Background: an optimization exercise with open tools, aiming at small area and a short achievable clock period. Do not read the settings as production practice. At most, simulation tests tie the RTL to the original design; equivalence was not proved. Function not checked in runs 1 to 3: the RTL went through the layout flow alone. Power figures rest on the tool's default switching activity, not on a simulated workload.

[flow/flow/run.sh]
#!/bin/bash
# Own flow for RISC_TOY_SYS. Runs in the standard flow's work folder (design.v,
# config.mk, standard.sh, synth_recipe.tcl, flow/, out/).
#  1. design_gl.v: design.v with two combinational modules replaced by
#     gate-level ones (flow/gen_gl.py): the register file's read selector
#     (RFREAD, an a222oi AND-OR tree) and the EX operand selector's last
#     gate (OPMUX, a21o). They have no registers, so the registers are the
#     standard synthesis's.
#  2. Synthesis is synth_recipe.tcl with the ABC pass called through a Tcl
#     proc (same arguments; the script is flow/abc.script if present).
#  3. the standard layout (standard.sh) with small port buffers
#     (buf_2) instead of buffer_ports' default delay cells, and repair_timing
#     aimed below the clock period (the SDC is unchanged); clock tree
#     synthesis without dummy loads; RSTN and IREQ pins side by side
#     (flow/io.tcl).
# Each tool's output goes to a log file of its own here.
set -euo pipefail
W=$(pwd)
python3 flow/gen_gl.py "$W/rfread_gl.v" > gen_gl.log 2>&1
python3 - "$W/design.v" "$W/rfread_gl.v" "$W/design_gl.v" > design_gl.log 2>&1 <<'PY'
import re, sys
src = open(sys.argv[1]).read()
gl = open(sys.argv[2]).read()
for m in ("RFREAD", "OPMUX"):
    pat = re.compile(r"\bmodule\s+" + m + r"\b.*?\bendmodule\b", re.S)
    assert len(pat.findall(src)) == 1, m + " not found exactly once"
    src = pat.sub("", src)
open(sys.argv[3], "w").write(src + "\n" + gl)
print("design_gl.v written")
PY
# ABC: ORFS's script, or flow/abc.script when there is one
if [[ -f flow/abc.script ]]; then
  ABCP="set i [lsearch \$args -script]; if {\$i >= 0} { lset args [expr {\$i+1}] $W/flow/abc.script }; "
else
  ABCP=""
fi
{
  echo 'proc synth {args} { yosys synth -nofsm -noshare {*}$args }'
  echo "proc abc {args} { ${ABCP}yosys abc {*}\$args }"
  tail -n +2 synth_recipe.tcl
} > my_synth.tcl
bash standard.sh \
  "VERILOG_FILES=$W/design_gl.v" \
  "SYNTH_SCRIPT=$W/my_synth.tcl" \
  "BUFFER_PORTS_ARGS=-buffer_cell sky130_fd_sc_hd__buf_2" \
  "SETUP_SLACK_MARGIN=8.4" \
  "IO_CONSTRAINTS=$W/flow/io.tcl" \
  "CTS_ARGS=-sink_clustering_enable -repair_clock_nets -sink_clustering_size 14 -sink_clustering_max_diameter 80 -buf_list sky130_fd_sc_hd__clkbuf_8 -dont_use_dummy_load" \
  finish > standard_flow.log 2>&1
[flow/flow/gen_gl.py]
#!/usr/bin/env python3
"""Writes gate-level (sky130hd cells) versions of two RTL modules, used by
flow/run.sh in place of the RTL ones:
  RFREAD (rtl/model.v): 33-way one-hot AND-OR, 32 bits (a222oi tree);
  OPMUX (rtl/stage_EX.v): Y = E | (S & L), 32 bits (one a21o per bit)."""
import sys
P = "sky130_fd_sc_hd__"
NT, W = 33, 32
o = ["// Generated by flow/gen_gl.py for the own flow.",
     "module RFREAD (S, D, Y);",
     f"  input [{NT-1}:0] S;",
     f"  input [{NT*W-1}:0] D;",
     f"  output [{W-1}:0] Y;"]
for b in range(W):
    o.append(f"  wire [10:0] n{b};")
    o.append(f"  wire [2:0] p{b};")
    for g in range(11):
        t = [3*g, 3*g+1, 3*g+2]
        o.append(f"  {P}a222oi_1 a{b}_{g} (.A1(S[{t[0]}]), .A2(D[{t[0]*W+b}]), .B1(S[{t[1]}]), .B2(D[{t[1]*W+b}]), .C1(S[{t[2]}]), .C2(D[{t[2]*W+b}]), .Y(n{b}[{g}]));")
    o.append(f"  {P}nand4_1 q{b}_0 (.A(n{b}[0]), .B(n{b}[1]), .C(n{b}[2]), .D(n{b}[3]), .Y(p{b}[0]));")
    o.append(f"  {P}nand4_1 q{b}_1 (.A(n{b}[4]), .B(n{b}[5]), .C(n{b}[6]), .D(n{b}[7]), .Y(p{b}[1]));")
    o.append(f"  {P}nand3_1 q{b}_2 (.A(n{b}[8]), .B(n{b}[9]), .C(n{b}[10]), .Y(p{b}[2]));")
    o.append(f"  {P}or3_1 r{b} (.A(p{b}[0]), .B(p{b}[1]), .C(p{b}[2]), .X(Y[{b}]));")
o.append("endmodule")
o += ["module OPMUX (E, S, L, Y);",
      "  input [31:0] E;", "  input S;", "  input [31:0] L;", "  output [31:0] Y;"]
for b in range(32):
    o.append(f"  {P}a21o_1 m{b} (.A1(S), .A2(L[{b}]), .B1(E[{b}]), .X(Y[{b}]));")
o.append("endmodule")
open(sys.argv[1], "w").write("\n".join(o) + "\n")
[flow/flow/io.tcl]
# Keep RSTN and IREQ (IREQ = RSTN through the two port buffers) side by side.
set_io_pin_constraint -pin_names {RSTN IREQ} -group -order
[flow/standard.sh]
#!/bin/bash
# synth_recipe.tcl (not shown) runs the flow's synth.tcl, then flattens the netlist and writes it again
# the make line also repeats each setting of config.mk as NAME=value (left out here)
make -C /OpenROAD-flow-scripts/flow DESIGN_CONFIG=/design/flow/config.mk WORK_HOME=/design/flow/orfs CLKGATE_MAP_FILE= SYNTH_SCRIPT=/design/flow/synth_recipe.tcl "${@:-finish}"
[flow/config.mk]
export PLATFORM = sky130hd
export DESIGN_NAME = RISC_TOY_SYS
export DESIGN_NICKNAME = RISC_TOY_SYS
export VERILOG_FILES = /design/flow/design.v
export SDC_FILE = /design/flow/constraint.sdc
export NUM_CORES = 8
export LEC_CHECK = 0
export CAP_MARGIN = 20
export CORE_MARGIN = 2
export CORE_UTILIZATION = 55
export CTS_BUF_LIST = sky130_fd_sc_hd__clkbuf_8
export CTS_CLUSTER_DIAMETER = 80
export CTS_CLUSTER_SIZE = 14
export SETUP_SLACK_MARGIN = 0.2
export SLEW_MARGIN = 20
[flow/constraint.sdc]
create_clock -name core_clock -period 14.0 [get_ports {CLK}]
set_input_delay 2.8000 -clock core_clock [delete_from_list [all_inputs] [get_ports {CLK}]]
set_output_delay 2.8000 -clock core_clock [all_outputs]
set_load 0.01 [all_outputs]
[flow/design.v]
module REGFILE (
    input  wire          CLK,
    input  wire          RSTN,
    input  wire          WE,
    input  wire [4:0]    WA,
    input  wire [31:0]   DI,
    output wire [1023:0] Q,         
    output wire [31:0]   VALID,     
    output wire [31:0]   CONSIG,
    output wire [31:0]   CONSIG_D    
);
    reg [31:0] r31;
    reg [30:0] valid;
    reg [31*32-1:0] rf;
    wire [31:0] wdec = WE ? (32'd1 << WA) : 32'd0;
    integer w;
    always @(posedge CLK) begin
        for (w = 0; w < 31; w = w + 1)
            if (wdec[w]) rf[w*32 +: 32] <= DI;
    end
    always @(posedge CLK or negedge RSTN) begin
        if (!RSTN) begin
            valid <= 31'd0;
            r31   <= 32'd0;
        end else begin
            valid <= valid | wdec[30:0];
            if (wdec[31]) r31 <= DI;
        end
    end
    assign Q      = {r31, rf};
    assign VALID  = {1'b1, valid};
    assign CONSIG = r31;
    assign CONSIG_D = wdec[31] ? DI : r31;
endmodule
module RFREAD (
    input  wire [32:0]      S,
    input  wire [33*32-1:0] D,
    output reg  [31:0]      Y
);
    integer k;
    always @(*) begin
        Y = 32'd0;
        for (k = 0; k < 33; k = k + 1)
            Y = Y | ({32{S[k]}} & D[k*32 +: 32]);
    end
endmodule
module OPMUX (
    input  wire [31:0] E,
    input  wire        S,
    input  wire [31:0] L,
    output wire [31:0] Y
);
    assign Y = E | ({32{S}} & L);
endmodule
module RISC_TOY (
    input  wire        CLK,
    input  wire        RSTN,
    output wire        IREQ,
    output wire [29:0] IADDR,
    input  wire [31:0] INSTR,
    output wire        DREQ,
    output wire [1:0]  DRW,
    output wire [29:0] DADDR,
    output wire [31:0] DWDATA,
    output wire [31:0] CONSIG,
    output wire [31:0] CONSIG_D,
    input  wire [31:0] DRDATA
);
    reg [31:0] PC, PC_ID;
    reg        jump_d;               
    reg [31:0] RD1_EX, RD2_EX, IMM_EX;
    reg        RW_EX, DREQ_EX, LD_EX;                    
    reg        BAL_EX, BZ_EX, BNZ_EX, BPOS_EX, BNEG_EX;   
    reg        DRW0_EX, LDRES_EX, LINK_EX;
    reg [4:0]  RAC_EX;
    reg [3:0]  SA_EX, SB_EX;         
    reg [5:0]  SBB_EX;               
    reg        SHREG_EX;             
    reg [4:0]  SHIMM_EX;
    reg        OP_ADD, OP_SUB;
    reg [3:0]  LUT_EX;      
    reg        OP_SHL, OP_LSR, OP_ASR, OP_ROR, OP_PC;
    reg [31:0] ALU_MEM, RD2_MEM;
    reg        RW_MEM, DREQ_MEM;                         
    reg [1:0]  DRW_MEM;
    reg [4:0]  RAC_MEM;
    reg        LDRES_MEM, LINK_MEM;
    reg [31:0] WBVAL;
    reg        RW_WB;                                    
    reg [4:0]  RAC_WB;
    reg        LD_WB;
    wire [31:0] RESULT_WB = LD_WB ? DRDATA : WBVAL;
    wire [4:0] op = INSTR[31:27];
    wire [4:0] fa = INSTR[26:22];
    wire [4:0] fb = INSTR[21:17];
    wire [4:0] fc = INSTR[16:12];
    wire isADD  = op == 5'b00000;
    wire isADDI = op == 5'b00001;
    wire isSUB  = op == 5'b00010;
    wire isNEG  = op == 5'b00011;
    wire isNOT  = op == 5'b00100;
    wire isAND  = op == 5'b00101;
    wire isANDI = op == 5'b00110;
    wire isOR   = op == 5'b00111;
    wire isORI  = op == 5'b01000;
    wire isXOR  = op == 5'b01001;
    wire isLSR  = op == 5'b01010;
    wire isASR  = op == 5'b01011;
    wire isSHL  = op == 5'b01100;
    wire isROR  = op == 5'b01101;
    wire isMOVI = op == 5'b01110;
    wire isJ    = op == 5'b01111;
    wire isJL   = op == 5'b10000;
    wire isBR   = op == 5'b10001;
    wire isBRL  = op == 5'b10010;
    wire isST   = op == 5'b10011;
    wire isSTR  = op == 5'b10100;
    wire isLD   = op == 5'b10101;
    wire isLDR  = op == 5'b10110;
    wire isLDIP = op == 5'b10111;
    wire isSTIP = op == 5'b11000;
    wire regwrite = isADD | isADDI | isSUB | isNEG | isNOT | isAND | isANDI | isOR |
                    isORI | isXOR | isLSR | isASR | isSHL | isROR | isMOVI | isJL |
                    isBRL | isLD | isLDR;
    wire memreq   = isST | isSTR | isLD | isLDR | isLDIP | isSTIP;
    wire isload   = isLD | isLDR | isLDIP;                   
    wire drw0     = isLDIP | isSTIP;                         
    wire branch   = isBR | isBRL;
    wire jump     = isJ | isJL;
    wire pcrel    = isLDR | isSTR;
    wire useimm   = isADDI | isANDI | isORI | isMOVI | isJ | isJL | isST | isSTR |
                    isLD | isLDR | isLDIP | isSTIP;
    wire nn  = isNEG | isNOT;
    wire stx = isST | isSTR;
    function mA;    
        input [4:0] R;
        input nn_, str_;
        input [4:0] fb_, fc_;
        mA = ~str_ & (nn_ ? (fc_ == R) : (fb_ == R));
    endfunction
    function mB;    
        input [4:0] R;
        input nn_, stx_;
        input [4:0] fa_, fc_;
        mB = stx_ ? (fa_ == R) : (~nn_ & (fc_ == R));
    endfunction
    wire taken;
    wire flush = taken | jump_d;
    wire hz    = LD_EX & (RAC_EX != 5'd0) &
                 (mA(RAC_EX, nn, isSTR, fb, fc) | mB(RAC_EX, nn, stx, fa, fc));
    wire vld   = ~taken & ~jump_d & ~hz;     
    wire [31:0] sext17 = {{15{INSTR[16]}}, INSTR[16:0]};
    wire [31:0] zext17 = {15'd0, INSTR[16:0]};
    wire [31:0] sext22 = {{10{INSTR[21]}}, INSTR[21:0]};
    wire [31:0] zext22 = {10'd0, INSTR[21:0]};
    wire [31:0] P4_ID  = PC_ID + 32'd4;
    wire        tbase  = ~(INSTR[31] & INSTR[29]);
    wire [31:0] target = (tbase ? P4_ID : PC_ID) + sext22;
    reg [31:0] imm_ID;
    always @(*) begin
        if (jump)                      imm_ID = P4_ID;       
        else if (isBRL)                imm_ID = PC_ID;       
        else if (isST | isLD)          imm_ID = (fb == 5'b11111) ? zext17 : sext17;
        else if (isSTR | isLDR)        imm_ID = target;      
        else if (isLDIP | isSTIP)      imm_ID = zext22;
        else                           imm_ID = sext17;
    end
    wire [1023:0] rf_q;
    wire [31:0]   rf_valid;
    REGFILE u_rf (
        .CLK(CLK), .RSTN(RSTN),
        .WE(RW_WB), .WA(RAC_WB), .DI(RESULT_WB),
        .Q(rf_q), .VALID(rf_valid),
        .CONSIG(CONSIG), .CONSIG_D(CONSIG_D)
    );
    wire fwd1 = RW_WB & (RAC_WB != 5'd0) & mA(RAC_WB, nn, isSTR, fb, fc);
    wire fwd2 = RW_WB & (RAC_WB != 5'd0) & mB(RAC_WB, nn, stx, fa, fc);
    wire [31:0] decfa = 32'd1 << fa;
    wire [31:0] decfb = 32'd1 << fb;
    wire [31:0] decfc = 32'd1 << fc;
    wire [31:0] wbm   = RW_WB ? ((32'd1 << RAC_WB) & 32'hFFFFFFFE) : 32'd0;
    wire [31:0] rmask = rf_valid & ~wbm;
    wire [31:0] dec1  = (nn ? decfc : decfb) & rmask;
    wire [31:0] dec2  = (stx ? decfa : nn ? 32'd0 : decfc) & rmask;
    wire [32:0] sel1 = {fwd1, dec1};
    wire [32:0] sel2 = {fwd2, dec2};
    wire [31:0] RD1_ID, RD2_ID;
    RFREAD u_rd1 (.S(sel1), .D({RESULT_WB, rf_q}), .Y(RD1_ID));
    RFREAD u_rd2 (.S(sel2), .D({RESULT_WB, rf_q}), .Y(RD2_ID));
    wire fmA = RW_EX  & (RAC_EX  != 5'd0) & mA(RAC_EX,  nn, isSTR, fb, fc);
    wire fwA = RW_MEM & (RAC_MEM != 5'd0) & mA(RAC_MEM, nn, isSTR, fb, fc);
    wire fmB = RW_EX  & (RAC_EX  != 5'd0) & mB(RAC_EX,  nn, stx, fa, fc);
    wire fwB = RW_MEM & (RAC_MEM != 5'd0) & mB(RAC_MEM, nn, stx, fa, fc);
    wire zeroA = (fb == 5'b11111);
    wire [3:0] sa_ID = pcrel ? 4'b0000 :      
                       zeroA ? 4'b0000 :
                       fmA   ? 4'b0010 :
                       fwA   ? (LDRES_MEM ? 4'b1000 : 4'b0100) : 4'b0001;
    wire [3:0] sb_ID = fmB   ? 4'b0010 :
                       fwB   ? (LDRES_MEM ? 4'b1000 : 4'b0100) : 4'b0001;
    wire [31:0] A_EX;
    wire [31:0] PCp4 = PC + 32'd4;
    wire [31:0] pc_base = (hz & ~jump_d) ? PC : (jump & ~jump_d) ? target : PCp4;
    wire [31:0] pc_next = taken ? A_EX : pc_base;
    always @(posedge CLK or negedge RSTN) begin
        if (!RSTN) begin
            PC     <= 32'd0;
            PC_ID  <= 32'd0;
            jump_d <= 1'b0;
        end else begin
            PC     <= pc_next;
            PC_ID  <= flush ? 32'd0 : hz ? PC_ID : PC;
            jump_d <= jump & ~flush;
        end
    end
    assign IREQ  = RSTN ? 1'b1 : 1'b0;
    assign IADDR = PC[29:0];
    wire [2:0] bc = INSTR[2:0];
    always @(posedge CLK or negedge RSTN) begin
        if (!RSTN) begin
            RW_EX   <= 1'b0;
            DREQ_EX <= 1'b0;
            LD_EX   <= 1'b0;
            BAL_EX  <= 1'b0;
            BZ_EX   <= 1'b0;
            BNZ_EX  <= 1'b0;
            BPOS_EX <= 1'b0;
            BNEG_EX <= 1'b0;
        end else begin
            RW_EX   <= vld & regwrite;
            DREQ_EX <= vld & memreq;
            LD_EX   <= vld & isload;
            BAL_EX  <= vld & branch & (bc == 3'b001);
            BZ_EX   <= vld & branch & (bc == 3'b010);
            BNZ_EX  <= vld & branch & (bc == 3'b011);
            BPOS_EX <= vld & branch & (bc == 3'b100);
            BNEG_EX <= vld & branch & (bc == 3'b101);
        end
    end
    always @(posedge CLK) begin
        RD1_EX    <= RD1_ID;
        RD2_EX    <= RD2_ID;
        IMM_EX    <= imm_ID;
        RAC_EX    <= fa;
        DRW0_EX   <= drw0;
        LDRES_EX  <= isload;
        LINK_EX   <= isJL | isBRL;
        SA_EX     <= isNEG ? 4'b0000 : sa_ID;
        SB_EX     <= sb_ID;
        SBB_EX    <= isNEG ? {sa_ID[0], 1'b0, sa_ID[3:1], 1'b0} : useimm ? 6'b010000 : {2'b00, sb_ID};
        SHREG_EX  <= INSTR[5];
        SHIMM_EX  <= INSTR[4:0];
        OP_ADD    <= isADD | isADDI | isST | isSTR | isLD | isLDR;
        OP_SUB    <= isSUB | isNEG;
        LUT_EX    <= (isAND | isANDI)                     ? 4'b1000 :
                     (isOR | isORI)                       ? 4'b1110 :
                     isXOR                                ? 4'b0110 :
                     isNOT                                ? 4'b0011 :
                     (isMOVI | branch | isLDIP | isSTIP)  ? 4'b1010 : 4'b0000;
        OP_PC     <= isJL;      
        OP_SHL    <= isSHL;
        OP_LSR    <= isLSR;
        OP_ASR    <= isASR;
        OP_ROR    <= isROR;
    end
    wire [31:0] A_e  = ({32{SA_EX[0]}} & RD1_EX)  | ({32{SA_EX[1]}} & ALU_MEM) |
                       ({32{SA_EX[2]}} & WBVAL);
    wire [31:0] R2_e = ({32{SB_EX[0]}} & RD2_EX)  | ({32{SB_EX[1]}} & ALU_MEM) |
                       ({32{SB_EX[2]}} & WBVAL);
    wire [31:0] B_e  = ({32{SBB_EX[0]}} & RD2_EX)  | ({32{SBB_EX[1]}} & ALU_MEM) |
                       ({32{SBB_EX[2]}} & WBVAL)   | ({32{SBB_EX[4]}} & IMM_EX) |
                       ({32{SBB_EX[5]}} & RD1_EX);
    wire [31:0] A, R2, B;
    OPMUX u_opa (.E(A_e),  .S(SA_EX[3]),  .L(DRDATA), .Y(A));
    OPMUX u_opr (.E(R2_e), .S(SB_EX[3]),  .L(DRDATA), .Y(R2));
    OPMUX u_opb (.E(B_e),  .S(SBB_EX[3]), .L(DRDATA), .Y(B));
    assign A_EX = A;
    wire r2z = (R2 == 32'd0);
    assign taken = BAL_EX | (BZ_EX & r2z) | (BNZ_EX & ~r2z) |
                   (BPOS_EX & ~R2[31]) | (BNEG_EX & R2[31]);
    wire [31:0] Y   = B ^ {32{OP_SUB}};
    wire [31:0] SUM = A + Y + {31'd0, OP_SUB};
    wire [4:0] sh = SHREG_EX ? R2[4:0] : SHIMM_EX;
    function [31:0] rev32;
        input [31:0] v;
        integer i;
        begin
            for (i = 0; i < 32; i = i + 1) rev32[i] = v[31-i];
        end
    endfunction
    wire [31:0] SX = OP_SHL ? rev32(A) : A;
    wire [31:0] RR = (({SX, SX}) >> sh);
    wire [31:0] MK = (32'hFFFFFFFF >> sh) | {32{OP_ROR}};    
    wire [31:0] T  = RR & MK;
    wire [31:0] SHR = T | ({32{OP_ASR & A[31]}} & ~MK);
    reg [31:0] LOGIC;
    integer li;
    always @(*) for (li = 0; li < 32; li = li + 1) LOGIC[li] = LUT_EX[{A[li], B[li]}];
    wire [31:0] alu =
        ({32{OP_ADD | OP_SUB}} & SUM) |
        LOGIC |
        ({32{OP_PC}}    & PC) |
        ({32{OP_SHL}}   & rev32(T)) |
        ({32{OP_LSR | OP_ASR | OP_ROR}} & SHR) |
        32'd0;
    always @(posedge CLK or negedge RSTN) begin
        if (!RSTN) begin
            RW_MEM   <= 1'b0;
            DREQ_MEM <= 1'b0;
        end else begin
            RW_MEM   <= RW_EX;
            DREQ_MEM <= DREQ_EX;
        end
    end
    always @(posedge CLK) begin
        ALU_MEM   <= alu;
        RD2_MEM   <= LINK_EX ? IMM_EX : R2;    
        DRW_MEM   <= {LD_EX, DRW0_EX};
        RAC_MEM   <= RAC_EX;
        LDRES_MEM <= LDRES_EX;
        LINK_MEM  <= LINK_EX;
    end
    assign DREQ   = DREQ_MEM;
    assign DRW    = DRW_MEM;
    assign DADDR  = ALU_MEM[29:0];
    assign DWDATA = RD2_MEM;
    always @(posedge CLK or negedge RSTN) begin
        if (!RSTN) RW_WB <= 1'b0;
        else       RW_WB <= RW_MEM;
    end
    always @(posedge CLK) begin
        WBVAL  <= LINK_MEM ? RD2_MEM : ALU_MEM;
        RAC_WB <= RAC_MEM;
        LD_WB  <= LDRES_MEM;
    end
endmodule
module MAC10 (
    input  wire [9:0] acc,
    input  wire [3:0] a,
    input  wire [3:0] b,
    output wire [9:0] s
);
    wire t1 = acc[3] ^ (a[1] & b[2]);
    wire t2 = acc[3] & (a[1] & b[2]);
    wire t3 = acc[4] ^ (a[2] & b[2]) ^ ~(a[3] & b[1]);
    wire t4 = (acc[4] & (a[2] & b[2])) | (acc[4] & ~(a[3] & b[1])) | ((a[2] & b[2]) & ~(a[3] & b[1]));
    wire t5 = acc[2] ^ (a[0] & b[2]);
    wire t6 = acc[2] & (a[0] & b[2]);
    wire t7 = (a[2] & b[1]) ^ ~(a[3] & b[0]) ^ ~(a[0] & b[3]);
    wire t8 = ((a[2] & b[1]) & ~(a[3] & b[0])) | ((a[2] & b[1]) & ~(a[0] & b[3])) | (~(a[3] & b[0]) & ~(a[0] & b[3]));
    wire t9 = ~(a[1] & b[3]) ^ 1'b1 ^ t3;
    wire t10 = (~(a[1] & b[3]) & 1'b1) | (~(a[1] & b[3]) & t3) | (1'b1 & t3);
    wire t11 = acc[5] ^ ~(a[3] & b[2]) ^ ~(a[2] & b[3]);
    wire t12 = (acc[5] & ~(a[3] & b[2])) | (acc[5] & ~(a[2] & b[3])) | (~(a[3] & b[2]) & ~(a[2] & b[3]));
    wire t13 = acc[1] ^ (a[0] & b[1]);
    wire t14 = acc[1] & (a[0] & b[1]);
    wire t15 = (a[1] & b[1]) ^ (a[2] & b[0]) ^ t5;
    wire t16 = ((a[1] & b[1]) & (a[2] & b[0])) | ((a[1] & b[1]) & t5) | ((a[2] & b[0]) & t5);
    wire t17 = t1 ^ t7 ^ t6;
    wire t18 = (t1 & t7) | (t1 & t6) | (t7 & t6);
    wire t19 = t2 ^ t9 ^ t8;
    wire t20 = (t2 & t9) | (t2 & t8) | (t9 & t8);
    wire t21 = t4 ^ t11 ^ t10;
    wire t22 = (t4 & t11) | (t4 & t10) | (t11 & t10);
    wire t23 = acc[6] ^ (a[3] & b[3]) ^ t12;
    wire t24 = (acc[6] & (a[3] & b[3])) | (acc[6] & t12) | ((a[3] & b[3]) & t12);
    wire t25 = acc[7] ^ 1'b1;
    wire t26 = acc[7] & 1'b1;
    wire t27 = acc[8] ^ 1'b1;
    wire t28 = acc[8] & 1'b1;
    wire t29 = acc[9] ^ 1'b1;
    wire t30 = acc[9] & 1'b1;
    wire [9:0] x = {t29, t27, t25, t23, t21, t19, t17, t15, (a[1] & b[0]), acc[0]};
    wire [9:0] y = {t28, t26, t24, t22, t20, t18, t16, t14, t13, (a[0] & b[0])};
    wire [10:0] c;
    assign c[0] = 1'b0;
    genvar i;
    generate for (i = 0; i < 10; i = i + 1) begin : g_rc
        assign s[i] = x[i] ^ y[i] ^ c[i];
        assign c[i+1] = (x[i] & y[i]) | (x[i] & c[i]) | (y[i] & c[i]);
    end endgenerate
endmodule
module MAC10F (
    input  wire [9:0] acc,
    input  wire [3:0] a,
    input  wire [3:0] b,
    output wire [9:0] s
);
    wire t1 = acc[1] ^ (a[0] & b[1]) ^ (a[1] & b[0]);
    wire t2 = (acc[1] & (a[0] & b[1])) | (acc[1] & (a[1] & b[0])) | ((a[0] & b[1]) & (a[1] & b[0]));
    wire t3 = acc[2] ^ (a[0] & b[2]) ^ (a[1] & b[1]);
    wire t4 = (acc[2] & (a[0] & b[2])) | (acc[2] & (a[1] & b[1])) | ((a[0] & b[2]) & (a[1] & b[1]));
    wire t5 = acc[3] ^ (a[1] & b[2]) ^ (a[2] & b[1]);
    wire t6 = (acc[3] & (a[1] & b[2])) | (acc[3] & (a[2] & b[1])) | ((a[1] & b[2]) & (a[2] & b[1]));
    wire t7 = ~(a[3] & b[0]) ^ ~(a[0] & b[3]);
    wire t8 = ~(a[3] & b[0]) & ~(a[0] & b[3]);
    wire t9 = acc[4] ^ (a[2] & b[2]) ^ ~(a[3] & b[1]);
    wire t10 = (acc[4] & (a[2] & b[2])) | (acc[4] & ~(a[3] & b[1])) | ((a[2] & b[2]) & ~(a[3] & b[1]));
    wire t11 = ~(a[1] & b[3]) ^ 1'b1;
    wire t12 = ~(a[1] & b[3]) & 1'b1;
    wire t13 = acc[5] ^ ~(a[3] & b[2]) ^ ~(a[2] & b[3]);
    wire t14 = (acc[5] & ~(a[3] & b[2])) | (acc[5] & ~(a[2] & b[3])) | (~(a[3] & b[2]) & ~(a[2] & b[3]));
    wire t15 = t2 ^ t3 ^ (a[2] & b[0]);
    wire t16 = (t2 & t3) | (t2 & (a[2] & b[0])) | (t3 & (a[2] & b[0]));
    wire t17 = t4 ^ t5 ^ t7;
    wire t18 = (t4 & t5) | (t4 & t7) | (t5 & t7);
    wire t19 = t6 ^ t8 ^ t9;
    wire t20 = (t6 & t8) | (t6 & t9) | (t8 & t9);
    wire t21 = t10 ^ t12 ^ t13;
    wire t22 = (t10 & t12) | (t10 & t13) | (t12 & t13);
    wire t23 = t14 ^ acc[6] ^ (a[3] & b[3]);
    wire t24 = (t14 & acc[6]) | (t14 & (a[3] & b[3])) | (acc[6] & (a[3] & b[3]));
    wire t25 = t18 ^ t19 ^ t11;
    wire t26 = (t18 & t19) | (t18 & t11) | (t19 & t11);
    wire t27 = t24 ^ acc[7] ^ 1'b1;
    wire t28 = (t24 & acc[7]) | (t24 & 1'b1) | (acc[7] & 1'b1);
    wire t29 = t26 ^ t20 ^ t21;
    wire t30 = (t26 & t20) | (t26 & t21) | (t20 & t21);
    wire t31 = t28 ^ acc[8] ^ 1'b1;
    wire t32 = (t28 & acc[8]) | (t28 & 1'b1) | (acc[8] & 1'b1);
    wire t33 = t30 ^ t22 ^ t23;
    wire t34 = (t30 & t22) | (t30 & t23) | (t22 & t23);
    wire t35 = t32 ^ acc[9] ^ 1'b1;
    wire t36 = (t32 & acc[9]) | (t32 & 1'b1) | (acc[9] & 1'b1);
    wire [9:0] x = {t35, t31, t34, t33, t29, t25, t16, t15, t1, acc[0]};
    wire [9:0] y = {1'b0, 1'b0, t27, 1'b0, 1'b0, 1'b0, t17, 1'b0, 1'b0, (a[0] & b[0])};
    assign s = x + y;
endmodule
module CUSTOM_IP (
    input  wire        CLK,
    input  wire        RSTN,
    input  wire [31:0] IPIN,
    input  wire [31:0] CON,
    input  wire [31:0] CON_D,    
    output wire [31:0] IPOUT
);
    wire start_bit = CON[2];
    wire is_3x3    = CON[0];
    wire init_bit  = CON[1];
    reg        receiving_enable, computing_enable;
    reg [2:0]  cnt;
    reg [4:0]  exec_cnt;
    reg        clr_mac, update_ready;
    reg [1:0]  mac_enable;
    reg        last_start_bit;
    reg        zrows;
    reg [15:0] buf0, buf1, buf2, buf3, buf4, buf5, buf6, buf7;
    wire start_evt = start_bit & ~last_start_bit & ~receiving_enable & ~computing_enable;
    always @(posedge CLK or negedge RSTN) begin
        if (!RSTN) begin
            receiving_enable <= 1'b0;
            computing_enable <= 1'b0;
            cnt              <= 3'd0;
            exec_cnt         <= 5'd0;
            clr_mac          <= 1'b0;
            update_ready     <= 1'b0;
            mac_enable       <= 2'b00;
            last_start_bit   <= 1'b0;
            zrows            <= 1'b0;
        end else begin
            last_start_bit <= start_bit;
            if (init_bit) begin
                receiving_enable <= 1'b0;
                computing_enable <= 1'b0;
                cnt              <= 3'd0;
                exec_cnt         <= 5'd0;
            end
            if (start_evt) begin
                receiving_enable <= 1'b1;
                cnt              <= 3'd1;
                zrows            <= 1'b0;
            end else if (receiving_enable) begin
                if (cnt == 3'd7) begin
                    receiving_enable <= 1'b0;
                    cnt              <= 3'd0;
                    computing_enable <= 1'b1;
                    exec_cnt         <= 5'd0;
                    if (init_bit) zrows <= 1'b1;
                end else begin
                    cnt <= cnt + 3'd1;
                end
            end
            if (computing_enable && !init_bit) begin
                exec_cnt <= exec_cnt + 5'd1;
                if (exec_cnt == 5'd0) begin
                    clr_mac      <= 1'b1;
                    update_ready <= 1'b1;
                    mac_enable   <= is_3x3 ? 2'b01 : 2'b11;
                end else if (exec_cnt == 5'd1) begin
                    clr_mac <= 1'b0;
                end else if (exec_cnt > 5'd12) begin
                    computing_enable <= 1'b0;
                    update_ready     <= 1'b0;
                    mac_enable       <= 2'b00;
                    exec_cnt         <= 5'd0;
                end
            end else if (init_bit) begin
                clr_mac      <= 1'b1;
                update_ready <= 1'b1;
                mac_enable   <= is_3x3 ? 2'b01 : 2'b11;
            end else begin
                clr_mac      <= 1'b0;
                update_ready <= 1'b0;
                mac_enable   <= 2'b00;
            end
        end
    end
    wire [15:0] wdata = (is_3x3 && receiving_enable && (cnt == 3'd3 || cnt == 3'd7)) ? 16'd0 : IPIN[15:0];
    wire [7:0]  wrow  = start_evt ? 8'd1 : receiving_enable ? (8'd1 << cnt) : 8'd0;
    always @(posedge CLK) begin
        if (wrow[0]) buf0 <= wdata;
        if (wrow[1]) buf1 <= wdata;
        if (wrow[2]) buf2 <= wdata;
        if (wrow[3]) buf3 <= wdata;
        if (wrow[4]) buf4 <= wdata;
        if (wrow[5]) buf5 <= wdata;
        if (wrow[6]) buf6 <= wdata;
        if (wrow[7]) buf7 <= wdata;
    end
    wire [15:0] row [0:7];
    assign row[0] = buf0;
    assign row[1] = buf1;
    assign row[2] = buf2;
    assign row[3] = buf3;
    assign row[4] = buf4;
    assign row[5] = buf5;
    assign row[6] = buf6;
    assign row[7] = buf7;
    wire [13:0] d;
    genvar ge;
    generate
        for (ge = 0; ge < 14; ge = ge + 1) begin : g_dec
            assign d[ge] = computing_enable & (exec_cnt == ge);
        end
    endgenerate
    reg [3:0] a_in_row [0:3];
    reg [3:0] b_in_col [0:3];
    integer r, c, t;
    always @(*) begin
        for (r = 0; r < 4; r = r + 1) begin
            a_in_row[r] = 4'd0;
            for (t = 0; t < 4; t = t + 1)
                if (d[r + t + 2] && !zrows && !(is_3x3 && (r == 3 || t == 3)))
                    a_in_row[r] = a_in_row[r] | row[r][t*4 +: 4];
        end
        for (c = 0; c < 4; c = c + 1) begin
            b_in_col[c] = 4'd0;
            for (t = 0; t < 4; t = t + 1)
                if (d[c + t + 2] && !(zrows && t != 3) && !(is_3x3 && c == 3))
                    b_in_col[c] = b_in_col[c] | row[4 + t][c*4 +: 4];
        end
    end
    reg  [63:0]  a_q, b_q;
    reg  [159:0] acc_q;
    reg  [1:0]   gvalid;
    wire [63:0]  pa, pb;
    wire [15:0]  en;
    wire [159:0] acc_d;
    genvar gi, gj;
    generate
        for (gi = 0; gi < 4; gi = gi + 1) begin : g_i
            for (gj = 0; gj < 4; gj = gj + 1) begin : g_j
                localparam integer N = gi * 4 + gj;
                wire [9:0] macs;
                assign en[N] = (gi == 3 || gj == 3) ? mac_enable[1] : mac_enable[0];
                if (gj == 0) begin : g_a0
                    assign pa[N*4 +: 4] = a_in_row[gi];
                end else begin : g_a1
                    assign pa[N*4 +: 4] = a_q[(N-1)*4 +: 4];
                end
                if (gi == 0) begin : g_b0
                    assign pb[N*4 +: 4] = b_in_col[gj];
                end else begin : g_b1
                    assign pb[N*4 +: 4] = b_q[(N-4)*4 +: 4];
                end
                if (gi == 0 || gj == 0) begin : g_fast    
                    MAC10F u_mac (.acc(acc_q[N*10 +: 10]), .a(pa[N*4 +: 4]), .b(pb[N*4 +: 4]), .s(macs));
                end else begin : g_small
                    MAC10  u_mac (.acc(acc_q[N*10 +: 10]), .a(pa[N*4 +: 4]), .b(pb[N*4 +: 4]), .s(macs));
                end
                assign acc_d[N*10 +: 10] = clr_mac ? 10'd0 : macs;
            end
        end
    endgenerate
    reg  [1:0] flush;
    always @(posedge CLK or negedge RSTN) begin
        if (!RSTN)               flush <= 2'd3;
        else if (flush != 2'd0)  flush <= flush - 2'd1;
    end
    wire fl = (flush != 2'd0);
    integer m;
    always @(posedge CLK) begin
        for (m = 0; m < 16; m = m + 1)
            if (en[m] | fl) begin
                a_q[m*4 +: 4] <= pa[m*4 +: 4];
                b_q[m*4 +: 4] <= pb[m*4 +: 4];
            end
    end
    integer q;
    always @(posedge CLK) begin
        for (q = 0; q < 16; q = q + 1)
            if (en[q] & update_ready) acc_q[q*10 +: 10] <= acc_d[q*10 +: 10];
    end
    always @(posedge CLK or negedge RSTN) begin
        if (!RSTN) gvalid <= 2'b00;
        else       gvalid <= gvalid | (mac_enable & {2{update_ready & clr_mac}});
    end
    wire [1:0]  gvalid_d = gvalid | (mac_enable & {2{update_ready & clr_mac}});
    wire [3:0]  sel_d    = {CON_D[7:6], CON_D[5:4]};
    wire        selg_d   = (CON_D[7:6] == 2'd3) | (CON_D[5:4] == 2'd3);
    wire        on_d     = CON_D[8] & gvalid_d[selg_d];
    reg  [15:0] rsel;
    always @(posedge CLK or negedge RSTN) begin
        if (!RSTN) rsel <= 16'd0;
        else       rsel <= on_d ? (16'd1 << sel_d) : 16'd0;
    end
    reg [9:0] cval;
    integer s;
    always @(*) begin
        cval = 10'd0;
        for (s = 0; s < 16; s = s + 1)
            cval = cval | ({10{rsel[s]}} & acc_q[s*10 +: 10]);
    end
    assign IPOUT = {{22{cval[9]}}, cval};
endmodule
module RISC_TOY_SYS (
    input  wire          CLK,
    input  wire          RSTN,
    output wire          IREQ,
    output wire [29:0]   IADDR,
    input  wire [31:0]   INSTR,
    output wire          DREQ,
    output wire [1:0]    DRW,
    output wire [29:0]   DADDR,
    output wire [31:0]   DWDATA,
    input  wire [31:0]   DRDATA,
    output wire [31:0]   CONSIG,
    input  wire [31:0]   IPIN,
    output wire [31:0]   IPOUT
);
    wire [31:0] consig_d;    
    RISC_TOY u_core (
        .CLK    (CLK),
        .RSTN   (RSTN),
        .IREQ   (IREQ),
        .IADDR  (IADDR),
        .INSTR  (INSTR),
        .DREQ   (DREQ),
        .DRW    (DRW),
        .DADDR  (DADDR),
        .DWDATA (DWDATA),
        .CONSIG (CONSIG),
        .CONSIG_D (consig_d),
        .DRDATA (DRDATA)
    );
    CUSTOM_IP u_ip (
        .CLK    (CLK),
        .RSTN   (RSTN),
        .IPIN   (IPIN),
        .CON    (CONSIG),
        .CON_D  (consig_d),
        .IPOUT  (IPOUT)
    );
endmodule
==> summary.txt, run 1 <==
TritonCTS buffer count 154; antenna-violating nets left 0; slowest cell on the critical path buf_6; Via density approximately 7.5; Worst Path Required 11.20 ns; RSZ-0062 raised after global routing true; Final Hold Viols 0; Core Area 167,000 sq um; Distinct cells, synth 100; vias in the first global route 68,300; Final Util 0.595; Chip Height 413 um; initial antenna violation count 56; Final HPWL DP 239,000 um; Worst Path Arrival 3.01 ns; CTS tree done; Power Density 156 nW/um^2; WHS roughly 0.32 ns; Crit Path Category in -> out; Max-slew headroom 0.161; Synth Area in Compound Gates 0.168; CTS Root Cell clkbuf_8; mux share of post-synthesis cell area 0.0460; CP max FO 3; CP Buf/Inv Count 2; leak pwr between 0.03 and 0.04 uW; final setup fails 0; Peak Freq 0.172 GHz; per-cell routed wire length 37.8 um; 1st-iter DRT viols 15,300; Reg clk slew, reported paths about 0.05 ns; Slew @ Worst Pin 1.26 ns; H-Tree Depth 4; die width 413 um; worst clock skew 0.122 ns; Pins Over Slew Limit 0; CP cell instances buf_16, buf_6; final setup TNS 0 ns; syn nets approximately 8,000; Largest stage delay, worst path 0.11 ns; register bit total from synthesis 1,796; Vias 73,100; Yosys top cell by area edfxtp_1; register area share after synthesis 0.550; largest net degree at the start of global routing between 70 and 80; 1st-pass router iterations 15; outcome timing/DRC/antenna clean; Max clock buf depth 3; Mapped Area 92,100 sq um; Final #Nets 7,958; global-route usage over all layers 0.422; Synth-to-Final Area Change 7.66%; final instance area 99,100 sq um; I/O Pins 258; Clk Latency, worst-skew pair ~0.98 ns; synthesized-area fraction occupied by adder cells 0.0745; Area after DPL 95,800 sq um; largest family of logic cells by synthesized area compound AO/OA/AOI/OAI gates; Final period util 0.415; Post-Route WL 368,000 um; top-area cell type share of the netlist area 0.449; Initial Util 0.552; xor-xnor portion of the synthesized cell area 0.0233; full die area around 170,000 sq um; Synthesis Warnings 5; final worst path period need just under 6 ns; Port Buffers 241; VDD IR-drop max 107 uV; Critical Path Source Type input pin; Worst setup EP type output pin; GPL Wtd Cong 1.02; critical path's top delay family buffers and inverters; Mapped Cells between 7,000 and 8,000; number of flops mapped to enable cells by yosys about 1,400; largest cells by area after synthesis edfxtp_1 45%, a222oi_1 8.9%, dfxtp_1 5.3%; total power 15,500 uW; number of core rows 150; first-pass GRT wire length approximately 510,000 um; top_reg_cell synth edfxtp_1; share of layout cells above drive strength 1 0.142; total gr overflow 0; Synth Area in Simple Gates 0.100; Num Clock Sinks 1,796; FFs w/ async S/R, synth 0.0969; syn_area_per_cell 12.6 sq um; Hold Crit Class reg -> reg; Residual DRC 0; maxcap violations 0
==> worst paths after layout <==
path / startpoint / endpoint / slack [ns] / cells after the start
min: u_core.DRW0_EX$_DFF_P_ / u_core.DRW_MEM[0]$_DFF_P_ / 0.32 / 0
max reg2reg: u_ip.exec_cnt[2]$_DFF_PN0_ / u_ip.acc_q[38]$_SDFFCE_PP0P_ / 8.64 / 19
min in group asynchronous: RSTN / u_core.u_rf.valid[17]$_DFF_PN0_ / 1.79 / 1
max in group asynchronous: RSTN / u_core.PC_ID[11]$_DFFE_PN0P_ / 10.14 / 4
min reg2reg: u_core.DRW0_EX$_DFF_P_ / u_core.DRW_MEM[0]$_DFF_P_ / 0.32 / 0
max: RSTN / IREQ / 8.19 / 2
==> cells in the mapped netlist, types with 102 or more instances <==
cell type,count
clkbuf_1,237
a22oi_1,102
nor2b_1,103
o21ai_0,181
inv_1,386
a21oi_1,201
nor2_1,404
buf_4,116
a21o_1,122
nand3_1,158
ha_1,169
nand4_1,173
a222oi_1,818
and2_1,163
xnor2_1,121
edfxtp_1,1376
dfxtp_1,246
mux2_2,131
dfrtp_1,172
xor2_1,124
fa_1,237
nand2_1,460
==> what timing repair did <==
action / CTS / global route
gates cloned: 5 / 2
hold buffers: 0 / 0
pin swaps: 10 / 16
resized for setup: 46 / 75
buffers inserted: 7 / 22
endpoints found under the setup margin: 161 / 109
==> where the power goes <==
part | switching [uW] | internal [uW]
clock network | 1720 | 981
logic | 3190 | 1860
registers | 979 | 6770
==> logic make-up (layout without fill, tap and decap cells) <==
logic type,Yosys count,in the layout
adders and majority gates,406,406
muxes,301,301
DFF,1796,1796
and+or+nand+nor,1842,1843
buffers and inverters,808,970
other,0,64
xor gates and xnor gates,245,245
AOI/OAI and AO/OA,1889,1891
==> cell usage in the layout (no fill, tap or decap), types with 117 or more instances in the layout <==
master and instances:
buf_2 237, nand3_1 158, ha_1 168, edfxtp_1 1376, fa_1 236, xor2_1 122, and2_1 156, buf_4 168
a222oi_1 818, o21ai_0 178, mux2_2 131, xnor2_1 120, nand4_1 174, dfxtp_1 236, a21oi_1 194, dfrtp_1 154
clkbuf_8 154, inv_1 377, nand2_1 450, nor2_1 319, a21o_1 117
==> routing by layer <==
| layer | vias to the layer above | track usage | share of wire |
|---|---|---|---|
| met5 | - | 0 | 0.00049 |
| met4 | 24 | 0.276 | 0.075 |
| met3 | 1055 | 0.121 | 0.14 |
| met2 | 5844 | 0.603 | 0.43 |
| met1 | 36700 | 0.562 | 0.36 |
| li1 | 29500 | - | - |
==> state kept, by name (all words and copies together) (netlist names), 31 cells and up <==
| signal | count |
|---|---|
| u_core.RD2_MEM | 32 |
| u_core.RD2_EX | 32 |
| u_core.u_rf.r31 | 32 |
| u_core.WBVAL | 32 |
| u_ip.a_q | 48 |
| u_core.u_rf.rf | 992 |
| u_ip.b_q | 48 |
| u_core.ALU_MEM | 32 |
| u_core.PC_ID | 32 |
| u_core.u_rf.valid | 31 |
| u_ip.acc_q | 160 |
| u_core.RD1_EX | 32 |
| u_core.PC | 32 |
| u_core.IMM_EX | 32 |
==> cell type report <==
cell class | instances | area [sq um]
fillers | 13600 | 67500
flip-flops and latches | 1796 | 50600
multi-input cells | 4686 | 39100
repair buffers | 428 | 2880
well taps | 2204 | 2760
clock buffers | 154 | 2120
inverters | 388 | 1460
diodes | 64 | 160
==> metrics by stage <==
| stage | instances | setup slack, ns |
|---|---|---|
| 5_1_grt | 9699 | 8.18 |
| 4_1_cts | 9625 | 8.19 |
| 2_1_floorplan | 7287 | 8.30 |
| 3_3_place_gp | 9459 | 6.89 |
| 3_5_place_dp | 9459 | 6.93 |
| 6_report | 9720 | 8.19 |
==> inputs of run 2 (changes only) <==
--- a/flow/design.v
+++ b/flow/design.v
@@ -155,3 +155,3 @@
     wire [31:0] zext22 = {10'd0, INSTR[21:0]};
-    wire [31:0] P4_ID  = PC_ID + 32'd4;
+    wire [31:0] P4_ID  = inc4(PC_ID);
     wire        tbase  = ~(INSTR[31] & INSTR[29]);
@@ -201,3 +201,16 @@
     wire [31:0] A_EX;
-    wire [31:0] PCp4 = PC + 32'd4;
+    function [31:0] inc4;
+        input [31:0] v;
+        integer ii;
+        reg c;
+        begin
+            inc4[1:0] = v[1:0];
+            c = 1'b1;
+            for (ii = 2; ii < 32; ii = ii + 1) begin
+                inc4[ii] = v[ii] ^ c;
+                c = c & v[ii];
+            end
+        end
+    endfunction
+    wire [31:0] PCp4 = inc4(PC);
     wire [31:0] pc_base = (hz & ~jump_d) ? PC : (jump & ~jump_d) ? target : PCp4;
==> summary.txt, run 2 <==
outcome timing/DRC/antenna clean; Residual DRC 0; Critical Path Source Type flop; Met2 Wirelength 151,000 um; RSZ-0062 raised after global routing true; biggest regs u_core.u_rf.rf: 992 flops, u_ip.acc_q: 160 flops; Chip Height 410 um; Mapped Cells 7,002; Port Buffers 241; maxcap violations 0; Core Area between 150,000 and 200,000 sq um; WL met1 127,000 um; R2R Setup Slk 7.63 ns; initial antenna violation count 45; Num Clock Sinks 1,796; Pins Over Slew Limit 0; crit-path most repeated cell ha_4; per-cell routed wire length 37.5 um; WHS 0.336 ns; area of the multi-input gates 38,900 sq um; Mapped Area 90,500 sq um; critical path's top delay family adder cells; CP Depth 35; I/O Pins 258; Storage cell area about 50,000 sq um; Top reg by flops u_core.u_rf.rf; first-pass GRT wire length ~490,000 um; syn_area_per_cell ~13 sq um; Max clock buf depth 3; Worst setup EP type flop; Final #Nets 7,772; final worst path period need between 6 and 7 ns; Slew @ Worst Pin ~1.2 ns; commonest non-fill, non-tap cell in the layout edfxtp_1; end point of the critical path u_core.PC[31]$_DFFE_PN0P_; worst clock skew approximately 0.13 ns; Power Density ~160 nW/um^2; syn nets roughly 7,600; Reg clk slew, reported paths 0.10 ns; 1st-pass router iterations 15; slowest cell on the critical path dfrtp_1; register bit total from synthesis 1,796; TritonCTS buffer count 150; Largest stage delay, worst path about 0.4 ns; Vias 69,700; met3 WL between 40,000 and 50,000 um; Hold Crit Class reg -> reg; top_reg_cell synth edfxtp_1; CTS Root Cell clkbuf_8; full die area between 150,000 and 200,000 sq um; commonest non-fill, non-tap cells in the layout 1,376 x edfxtp_1, 830 x a222oi_1, 492 x nand2_1; Max-slew headroom 0.167; Final period util 0.455; Via density 7.41; max FFs per register ~990; antenna-violating nets left 0; global-route usage over all layers 0.410; Final HPWL DP between 200,000 and 250,000 um; Crit Path Category reg -> reg; top-area cell type share of the netlist area 0.457; Synthesis Warnings 5; Worst Path Required 14.78 ns; Clk Latency, worst-skew pair 0.98 ns; Fillers 12,900; CP max FO 3; Hold Path Depth 0; FFs w/ async S/R, synth 0.0969; Crit. Startpoint u_core.PC_ID[3]$_DFFE_PN0P_; number of flops mapped to enable cells by yosys about 1,400; Placed Cells incl. Taps 9,200; Worst R2R End u_core.PC[31]$_DFFE_PN0P_; VDD IR-drop max 115 uV; Final Non-Filler Cells 9,412; Synth-to-Final Area Change 8.98%; Final Hold Viols 0; RR Startpoint u_core.PC_ID[3]$_DFFE_PN0P_; DR top layer met5; leak pwr 0.0366 uW; 1st-iter DRT viols 14,100; Post-Route WL 353,000 um; number of core rows 148; CP Buf/Inv Count 0; Distinct cells, synth 81; die width 410 um; Peak Freq 0.157 GHz; final setup TNS 0 ns; Initial Util 0.555; Commonest cells post-synth 1,376 x edfxtp_1, 830 x a222oi_1, 503 x nand2_1; CTS tree done; final setup fails 0; share of layout cells above drive strength 1 0.160; most common cell in the synthesized netlist edfxtp_1; Reg2Reg Depth 35; total gr overflow 0; register area share after synthesis 0.559; largest net degree at the start of global routing 75; GPL Wtd Cong 1.02; H-Tree Depth 4; Yosys top cell by area edfxtp_1; vias in the first global route between 60,000 and 70,000; Worst Path Arrival 7.16 ns; largest cells by area after synthesis edfxtp_1 46%, a222oi_1 9.2%, dfxtp_1 5.4%
run 2: through the flow:
step                power, uW   util  setup slack, ns  area [sq um]
finish                  15400  0.604             7.63         98600
global placement        12400  0.584             6.91         95300
floorplan               10600      -             7.90         91500
detailed placement      12400  0.584             6.89         95300
CTS                     15100  0.601             7.62         98000
global route            16000  0.604             7.53         98600
run 2: report_power, final:
part           leakage, uW  internal (uW)  switching (uW)
clock network      0.00108            957            1700
registers           0.0168           6750             886
logic               0.0187           1970            3100
run 2: what timing repair did:
action                     4_1_cts  5_1_grt
gates cloned                     3        2
pin swaps                       27       31
setup endpoints to repair      149      100
hold buffers                     0        0
gates resized for setup         86       97
setup buffers                   17       12
hold endpoints to repair         0        0
run 2: layout make-up:
| cell class | count | area share |
|---|---|---|
| diodes | 25 | 0.000634 |
| well taps | 2175 | 0.0276 |
| multi-input cells | 4457 | 0.394 |
| repair buffers | 436 | 0.0291 |
| clock buffers | 150 | 0.0209 |
| flip-flops and latches | 1796 | 0.513 |
| inverters | 373 | 0.0142 |
run 2: logic make-up (layout without fill, tap and decap cells):
family	count (synthesis)	count (layout)	synth area share
xor gates and xnor gates	217	217	0.0210
other	0	25	0
AOI/OAI and AO/OA	1773	1773	0.162
DFF	1796	1796	0.559
adders and majority gates	460	460	0.0833
and+or+nand+nor	1695	1697	0.0928
muxes	310	310	0.0453
buffers and inverters	751	959	0.0363
run 2: worst min-delay path by stage:
stage	from	end	slack (ns)
after floorplan	u_core.DRW0_EX$_DFF_P_	u_core.DRW_MEM[0]$_DFF_P_	0.31
after global placement	u_core.DRW0_EX$_DFF_P_	u_core.DRW_MEM[0]$_DFF_P_	0.32
after detailed placement	u_core.DRW0_EX$_DFF_P_	u_core.DRW_MEM[0]$_DFF_P_	0.32
after CTS	u_core.LDRES_EX$_DFF_P_	u_core.LDRES_MEM$_DFF_P_	0.34
after global routing	u_core.DRW0_EX$_DFF_P_	u_core.DRW_MEM[0]$_DFF_P_	0.35
final	u_core.LDRES_EX$_DFF_P_	u_core.LDRES_MEM$_DFF_P_	0.34
run 2: per-layer routing:
layer  vias up  GRT usage
met5         -          0
met4        18      0.276
met3      1059      0.111
met2      5341      0.592
met1     34900      0.542
li1      28500          -
==> inputs of run 3 (changes only) <==
--- a/flow/design.v
+++ b/flow/design.v
@@ -54,2 +54,25 @@
 endmodule
+module ADD32SK (
+    input  wire [31:0] a,
+    input  wire [31:0] b,
+    input  wire        ci,
+    output wire [31:0] s
+);
+    wire [31:0] p = a ^ b;
+    wire [31:0] g0 = a & b;
+    wire [31:0] g = {g0[31:1], g0[0] | (p[0] & ci)};
+    reg  [31:0] G, P;
+    integer l, i, j;
+    always @(*) begin
+        G = g; P = p;
+        for (l = 0; l < 5; l = l + 1)
+            for (i = 0; i < 32; i = i + 1)
+                if (i[l]) begin
+                    j = ((i >> l) << l) - 1;
+                    G[i] = G[i] | (P[i] & G[j]);
+                    P[i] = P[i] & P[j];
+                end
+    end
+    assign s = p ^ {G[30:0], ci};
+endmodule
 module RISC_TOY (
@@ -157,3 +180,4 @@
     wire        tbase  = ~(INSTR[31] & INSTR[29]);
-    wire [31:0] target = (tbase ? P4_ID : PC_ID) + sext22;
+    wire [31:0] target;
+    ADD32SK u_tadd (.a(tbase ? P4_ID : PC_ID), .b(sext22), .ci(1'b0), .s(target));
     reg [31:0] imm_ID;
@@ -294,3 +318,4 @@
     wire [31:0] Y   = B ^ {32{OP_SUB}};
-    wire [31:0] SUM = A + Y + {31'd0, OP_SUB};
+    wire [31:0] SUM;
+    ADD32SK u_sum (.a(A), .b(Y), .ci(OP_SUB), .s(SUM));
     wire [4:0] sh = SHREG_EX ? R2[4:0] : SHIMM_EX;
==> summary.txt, run 3 <==
outcome timing/DRC/antenna clean; TritonCTS buffer count ~150; 1st-iter DRT viols 14,700; total gr overflow 0; Reg clk slew, reported paths 0.10 ns; GPL Wtd Cong about 1.0; final setup TNS 0 ns; Fillers 13,000; CP Depth 35; global-route usage over all layers 0.404; Crit Path Category reg -> reg; Max clock buf depth 3; VDD IR-drop max 198 uV; Final Util 0.603; number of core rows 148; Clk Latency, worst-skew pair ~1 ns; Worst setup EP type flop; CP max FO 3; Reg2Reg Depth 35; Final period util 0.451; RSZ-0062 raised after global routing true; final setup fails 0; Power Density 190 nW/um^2; Hold Crit Class reg -> reg; Via density between 7 and 8; H-Tree Depth 4; first-pass GRT wire length 483,000 um; Yosys top cell by area edfxtp_1; Chip Height 409 um; per-cell routed wire length 37.0 um; Commonest cells post-synth 1,376 x edfxtp_1, 812 x a222oi_1, 449 x nand2_1; Max-slew headroom 0.0963; I/O Pins between 200 and 300; area of the multi-input gates approximately 38,000 sq um; biggest regs u_core.u_rf.rf: 992 flops, u_ip.acc_q: 160 flops; Storage cell area 50,600 sq um; Critical Path Source Type flop; FFs w/ async S/R, synth 0.0969; maxcap violations 0; leak pwr 0.0366 uW; number of flops mapped to enable cells by yosys 1,376; top_reg_cell synth edfxtp_1; Worst R2R End u_core.IMM_EX[31]$_DFF_P_; Worst Path Arrival 7.08 ns; max FFs per register 992; Vias 69,500; register bit total from synthesis 1,796; total power 18,700 uW; 1st-pass router iterations 13; Peak Freq 0.158 GHz; syn nets ~7,500; Mapped Cells 6,980; vias in the first global route approximately 66,000; crit-path most repeated cell ha_4; Num Clock Sinks 1,796; register area share after synthesis 0.560; most common cell in the synthesized netlist edfxtp_1; commonest non-fill, non-tap cells in the layout 1,376 x edfxtp_1, 812 x a222oi_1, 435 x nand2_1; Synthesis Warnings 6; Initial Util 0.555; largest cells by area after synthesis edfxtp_1 46%, a222oi_1 9.0%, dfxtp_1 5.4%; Port Buffers 241; CP Buf/Inv Count 0; # hold bufs at CTS 0; Mapped Area 90,400 sq um; final worst path period need 6.32 ns; CTS tree done; worst clock skew ~0.11 ns; Slew @ Worst Pin 1.34 ns; top-area cell type share of the netlist area 0.457; Largest stage delay, worst path 0.43 ns; Min-Delay Endpoint u_core.DRW_MEM[0]$_DFF_P_; CTS Root Cell clkbuf_8; Distinct cells, synth 94; initial antenna violation count 49; critical path's top delay family adder cells; pre-CTS setup slack 6.73 ns; slowest cell on the critical path dfrtp_1; R2R Setup Slk 7.68 ns; RR Startpoint u_core.PC_ID[2]$_DFFE_PN0P_; Final HPWL DP 226,000 um; Hold Path Depth 0; largest net degree at the start of global routing a little under 80; die width around 410 um; hold_sp u_core.DRW0_EX$_DFF_P_; Final #Nets around 8,000; Residual DRC 0; Synth-to-Final Area Change 8.78%; syn_area_per_cell 12.9 sq um; Worst Path Required 14.76 ns; Top reg by flops u_core.u_rf.rf; final worst setup slack about 7.7 ns; Core Area 163,000 sq um; Post-Route WL 349,000 um; Pins Over Slew Limit 0; Final Hold Viols 0; full die area 168,000 sq um; share of layout cells above drive strength 1 0.156; WHS 0.332 ns; antenna-violating nets left 0; commonest non-fill, non-tap cell in the layout edfxtp_1
-- run 3: report_power, final --
part,internal (uW),switching [uW]
sequential,7180,1180
clock,976,1710
combinational,3170,4460
-- run 3: worst reg2reg max path, delay by kind of cell (launching register included) --
kind                     cells  cell delay (ns)
flip-flops                   1             0.43
XOR/XNOR                     1             0.19
AO/OA/AOI/OAI                2             0.37
adder cells (fa/ha/maj)     28             4.60
AND/OR/NAND/NOR              3             0.32
multiplexers                 1             0.27
-- run 3: what timing repair did --
| action | CTS | global route |
|---|---|---|
| endpoints found under the setup margin | 163 | 108 |
| buffers inserted | 25 | 24 |
| pin swaps | 41 | 31 |
| resized for setup | 74 | 60 |
| cloned | 4 | 6 |
-- run 3: area by class of cell --
cell class	instances	area share
flip-flops and latches	1796	0.515
clock buffers	153	0.0214
diodes	37	0.000942
inverters	385	0.0147
repair buffers	438	0.0294
multi-input cells	4436	0.391
well taps	2175	0.0277
-- run 3: per-stage QoR --
stage	std cells	area, sq um
final	9420	98300
after global placement	9168	94900
after global routing	9408	98300
after floorplan	6980	91300
after detailed placement	9170	94900
after CTS	9352	97700
-- run 3: cell families after synthesis --
logic type               count (synthesis)  share of synthesized area
buffers and inverters                  754                     0.0369
multiplexers                           331                     0.0443
flip-flops                            1796                      0.560
AO/OA/AOI/OAI                         1754                      0.162
XOR/XNOR                               199                     0.0193
AND/OR/NAND/NOR                       1681                     0.0928
adder cells (fa/ha/maj)                465                     0.0847
-- run 3: worst max-delay path by stage --
stage | startpoint | to | slack [ns]
after detailed placement | INSTR[29] | u_core.RD2_EX[8]$_DFF_P_ | 6.73
final | u_core.PC_ID[2]$_DFFE_PN0P_ | u_core.IMM_EX[31]$_DFF_P_ | 7.68
after global routing | u_core.PC_ID[2]$_DFFE_PN0P_ | u_core.IMM_EX[31]$_DFF_P_ | 7.53
after global placement | INSTR[29] | u_core.RD2_EX[8]$_DFF_P_ | 6.76
after CTS | u_core.PC_ID[2]$_DFFE_PN0P_ | u_core.PC[30]$_DFFE_PN0P_ | 7.70
after floorplan | u_core.PC_ID[2]$_DFFE_PN0P_ | u_core.PC[30]$_DFFE_PN0P_ | 7.90
-- run 3: layer usage --
| metal | GRT usage | wire (um) | up-vias |
|---|---|---|---|
| met4 | 0.260 | 26400 | 18 |
| met3 | 0.102 | 46700 | 1000 |
| met5 | 0 | 105 | - |
| met1 | 0.543 | 126000 | 34700 |
| li1 | - | - | 28400 |
| met2 | 0.587 | 150000 | 5405 |
==> inputs of run 4 (changes only) <==
--- a/flow/design.v
+++ b/flow/design.v
@@ -178,3 +178,3 @@
     wire [31:0] zext22 = {10'd0, INSTR[21:0]};
-    wire [31:0] P4_ID  = inc4(PC_ID);
+    wire [31:0] P4_ID  = PC_ID + 32'd4;
     wire        tbase  = ~(INSTR[31] & INSTR[29]);
@@ -225,16 +225,3 @@
     wire [31:0] A_EX;
-    function [31:0] inc4;
-        input [31:0] v;
-        integer ii;
-        reg c;
-        begin
-            inc4[1:0] = v[1:0];
-            c = 1'b1;
-            for (ii = 2; ii < 32; ii = ii + 1) begin
-                inc4[ii] = v[ii] ^ c;
-                c = c & v[ii];
-            end
-        end
-    endfunction
-    wire [31:0] PCp4 = inc4(PC);
+    wire [31:0] PCp4 = PC + 32'd4;
     wire [31:0] pc_base = (hz & ~jump_d) ? PC : (jump & ~jump_d) ? target : PCp4;
--- a/flow/flow/run.sh
+++ b/flow/flow/run.sh
@@ -11,3 +11,3 @@
 #  3. the standard layout (standard.sh) with small port buffers
-#     (buf_2) instead of buffer_ports' default delay cells, and repair_timing
+#     (buf_1) instead of buffer_ports' default delay cells, and repair_timing
 #     aimed below the clock period (the SDC is unchanged); clock tree
@@ -44,3 +44,3 @@
   "SYNTH_SCRIPT=$W/my_synth.tcl" \
-  "BUFFER_PORTS_ARGS=-buffer_cell sky130_fd_sc_hd__buf_2" \
+  "BUFFER_PORTS_ARGS=-buffer_cell sky130_fd_sc_hd__buf_1" \
   "SETUP_SLACK_MARGIN=8.4" \
==> summary.txt, run 4 <==
Final #Nets 7,836; Slew @ Worst Pin 1.24 ns; Final HPWL DP 231,000 um; TritonCTS buffer count 157; top_reg_cell synth edfxtp_1; outcome timing/DRC/antenna clean; Largest stage delay, worst path 0.12 ns; Distinct cells, synth 98; CTS tree done; Max clock buf depth 3; Yosys top cell by area edfxtp_1; FFs w/ async S/R, synth 0.0969; syn_area_per_cell 12.8 sq um; CP max FO 2; area of the multi-input gates 38,000 sq um; number of core rows 149; worst clock skew roughly 0.12 ns; syn nets 7,598; H-Tree Depth 4; global-route usage over all layers 0.412; RSZ-0062 raised after global routing true; Peak Freq about 0.17 GHz; Clk Latency, worst-skew pair slightly below 1 ns; critical path's top delay family buffers and inverters; Worst Path Required 11.20 ns; Post-Route WL between 300,000 and 400,000 um; Power Density between 150 and 200 nW/um^2; Residual DRC 0; Worst Path Arrival approximately 3 ns; Area after DPL 94,500 sq um; Initial Util 0.552; total gr overflow 0; Worst setup EP type output pin; maxcap violations 0; commonest non-fill, non-tap cells in the layout 1,376 x edfxtp_1, 830 x a222oi_1, 456 x nand2_1; GPL Wtd Cong 1.07; Final Hold Viols 0; Chip Height 410 um; Critical Path Source Type input pin; Synth-to-Final Area Change 8.17%; Final period util 0.416; slowest cell on the critical path clkbuf_16; Top reg by flops u_core.u_rf.rf; Mapped Area 90,700 sq um; register area share after synthesis 0.558; per-cell routed wire length 37.2 um; CTS Root Cell clkbuf_8; Via density approximately 7.4; Reg clk slew, reported paths about 0.090 ns; most common cell in the synthesized netlist edfxtp_1; CP Buf/Inv Count 2; final instance area 98,100 sq um; leak pwr approximately 0.036 uW; I/O Pins 258; max FFs per register ~990; Storage cell area 50,600 sq um; first-pass GRT wire length 492,000 um; Core Area 164,000 sq um; top-area cell type share of the netlist area 0.455; Num Clock Sinks 1,796; biggest regs u_core.u_rf.rf: 992 flops, u_ip.acc_q: 160 flops; Final Util 0.597; final setup TNS 0 ns; commonest non-fill, non-tap cell in the layout edfxtp_1; Pins Over Slew Limit 0; largest net degree at the start of global routing 86; final worst path period need around 5.8 ns; CP cell instances clkbuf_16, buf_6; final setup fails 0; 1st-iter DRT viols 15,200; register bit total from synthesis 1,796; VDD IR-drop max 113 uV; initial antenna violation count between 50 and 60; largest cells by area after synthesis edfxtp_1 46%, a222oi_1 9.2%, dfxtp_1 5.4%; Max-slew headroom 0.169; Fillers 13,500; 1st-pass router iterations 15; Crit Path Category in -> out; antenna-violating nets left 0; die width 410 um; Vias just over 70,000; full die area 168,000 sq um; Hold Crit Class reg -> reg; Port Buffers 241; number of flops mapped to enable cells by yosys between 1,000 and 1,500; Mapped Cells 7,089; Commonest cells post-synth 1,376 x edfxtp_1, 830 x a222oi_1, 466 x nand2_1; Synthesis Warnings 6; share of layout cells above drive strength 1 0.117; vias in the first global route ~66,000
## run 4: timing repair
item	in CTS	in global routing
hold buffers	0	0
endpoints found under the setup margin	188	115
cloned	3	4
pin swaps	13	37
resized for setup	50	102
buffers inserted	20	37
## run 4: logic make-up (layout without fill, tap and decap cells)
family | Yosys count | after routing | synth area share
multiplexers | 282 | 282 | 0.0413
flip-flops | 1796 | 1796 | 0.558
other | 0 | 56 | 0
buffers and inverters | 783 | 1017 | 0.0383
XOR/XNOR | 244 | 244 | 0.0236
AO/OA/AOI/OAI | 1793 | 1793 | 0.164
AND/OR/NAND/NOR | 1780 | 1782 | 0.0979
adder cells (fa/ha/maj) | 411 | 411 | 0.0770
## run 4: metal layers
metal	track usage	vias to the layer above	wire length, um
li1	-	28800	-
met1	0.557	35700	129000
met2	0.603	5305	154000
met3	0.0964	961	46700
met4	0.254	12	26200
met5	0	-	67
## run 4: final timing paths
check / slack (ns) / start / end / depth (start not counted)
max reg2reg: 8.59 / u_core.u_rf.r31[0]$_DFFE_PN0P_ / u_ip.acc_q[128]$_SDFFCE_PP0P_ / 16
max in group asynchronous: 10.12 / RSTN / u_core.PC_ID[11]$_DFFE_PN0P_ / 5
max: 8.17 / RSTN / IREQ / 2
min: 0.34 / u_core.LDRES_EX$_DFF_P_ / u_core.LDRES_MEM$_DFF_P_ / 0
min reg2reg: 0.34 / u_core.LDRES_EX$_DFF_P_ / u_core.LDRES_MEM$_DFF_P_ / 0
min in group asynchronous: 1.68 / RSTN / u_core.u_rf.r31[29]$_DFFE_PN0P_ / 1
## run 4: cell type report
| class | instances | area share |
|---|---|---|
| timing repair buffer | 468 | 0.0305 |
| clock buffer | 157 | 0.0220 |
| inverter | 392 | 0.0150 |
| sequential | 1796 | 0.516 |
| antenna | 56 | 0.00143 |
| multi-input combinational | 4512 | 0.387 |
| tap | 2189 | 0.0279 |
## run 4: metrics by stage
stage	worst slack, ns	total power [uW]	hold WS [ns]	std cells
final	8.17	15200	0.340	9570
after global routing	8.16	15800	0.352	9556
after CTS	8.17	15000	0.343	9470
after detailed placement	6.94	12300	0.316	9290
after global placement	6.68	12200	0.312	9285
after floorplan	7.99	10500	0.310	7089
## run 4: worst register-to-register path, cell delays in order, from the launching register on
cell,delay [ns]
dfrtp_1,0.66
or4bb_1,0.66
nor3_2,0.38
a222oi_1,0.15
nand2_2,0.23
nand2_1,0.13
fa_1,0.56
fa_1,0.44
fa_2,0.38
fa_1,0.43
inv_1,0.09
fa_1,0.17
ha_1,0.25
and3b_1,0.22
a21oi_1,0.17
xnor2_1,0.15
nor2_1,0.06
## run 4: power breakdown
group / internal [uW] / switching, uW / total, uW / leakage (uW)
sequential: 6760 / 946 / 7710 / 0.0168
clock: 1000 / 1730 / 2730 / 0.00113
combinational: 1780 / 2950 / 4720 / 0.0180
total: 9540 / 5630 / 15200 / 0.0359

what the ideal ports hide:
In the flow no input, the clock included, has a driving cell. The finished layouts below were timed again as built, in two steps.
Step 1: set_driving_cell puts a clkbuf_16 on CLK and a buf_2 on each other input, an assumption about the parent block.
Step 2, shift: input delay + t, output delay - t, t = (earliest + latest rising clock arrival at the registers) / 2. This alone moves slack from input paths to output paths.
a / b / c = ideal / step 1 / step 2; a / b = the first two.
run | t, ns | setup slack, ns | worst setup path after step 2 | worst data-port slew with drivers (ns) | cell pins on the clock port's net
run 1 | 1.009 | 8.188 / 7.941 / 7.184 | input to register | 0.32 | 1
run 2 | 1.005 | 7.626 / 7.626 / 7.152 | input to register | 0.31 | 1
run 3 | 1.027 | 7.685 / 7.685 / 7.170 | input to register | 0.33 | 1
run 4 | 1.015 | 8.171 / 8.063 / 7.335 | input to register | 0.15 | 1
After both steps every run listed still meets setup and hold. For run 1, which loses most, drivers alone change the setup slack by -0.247 ns; drivers and shift together by -1.004 ns.
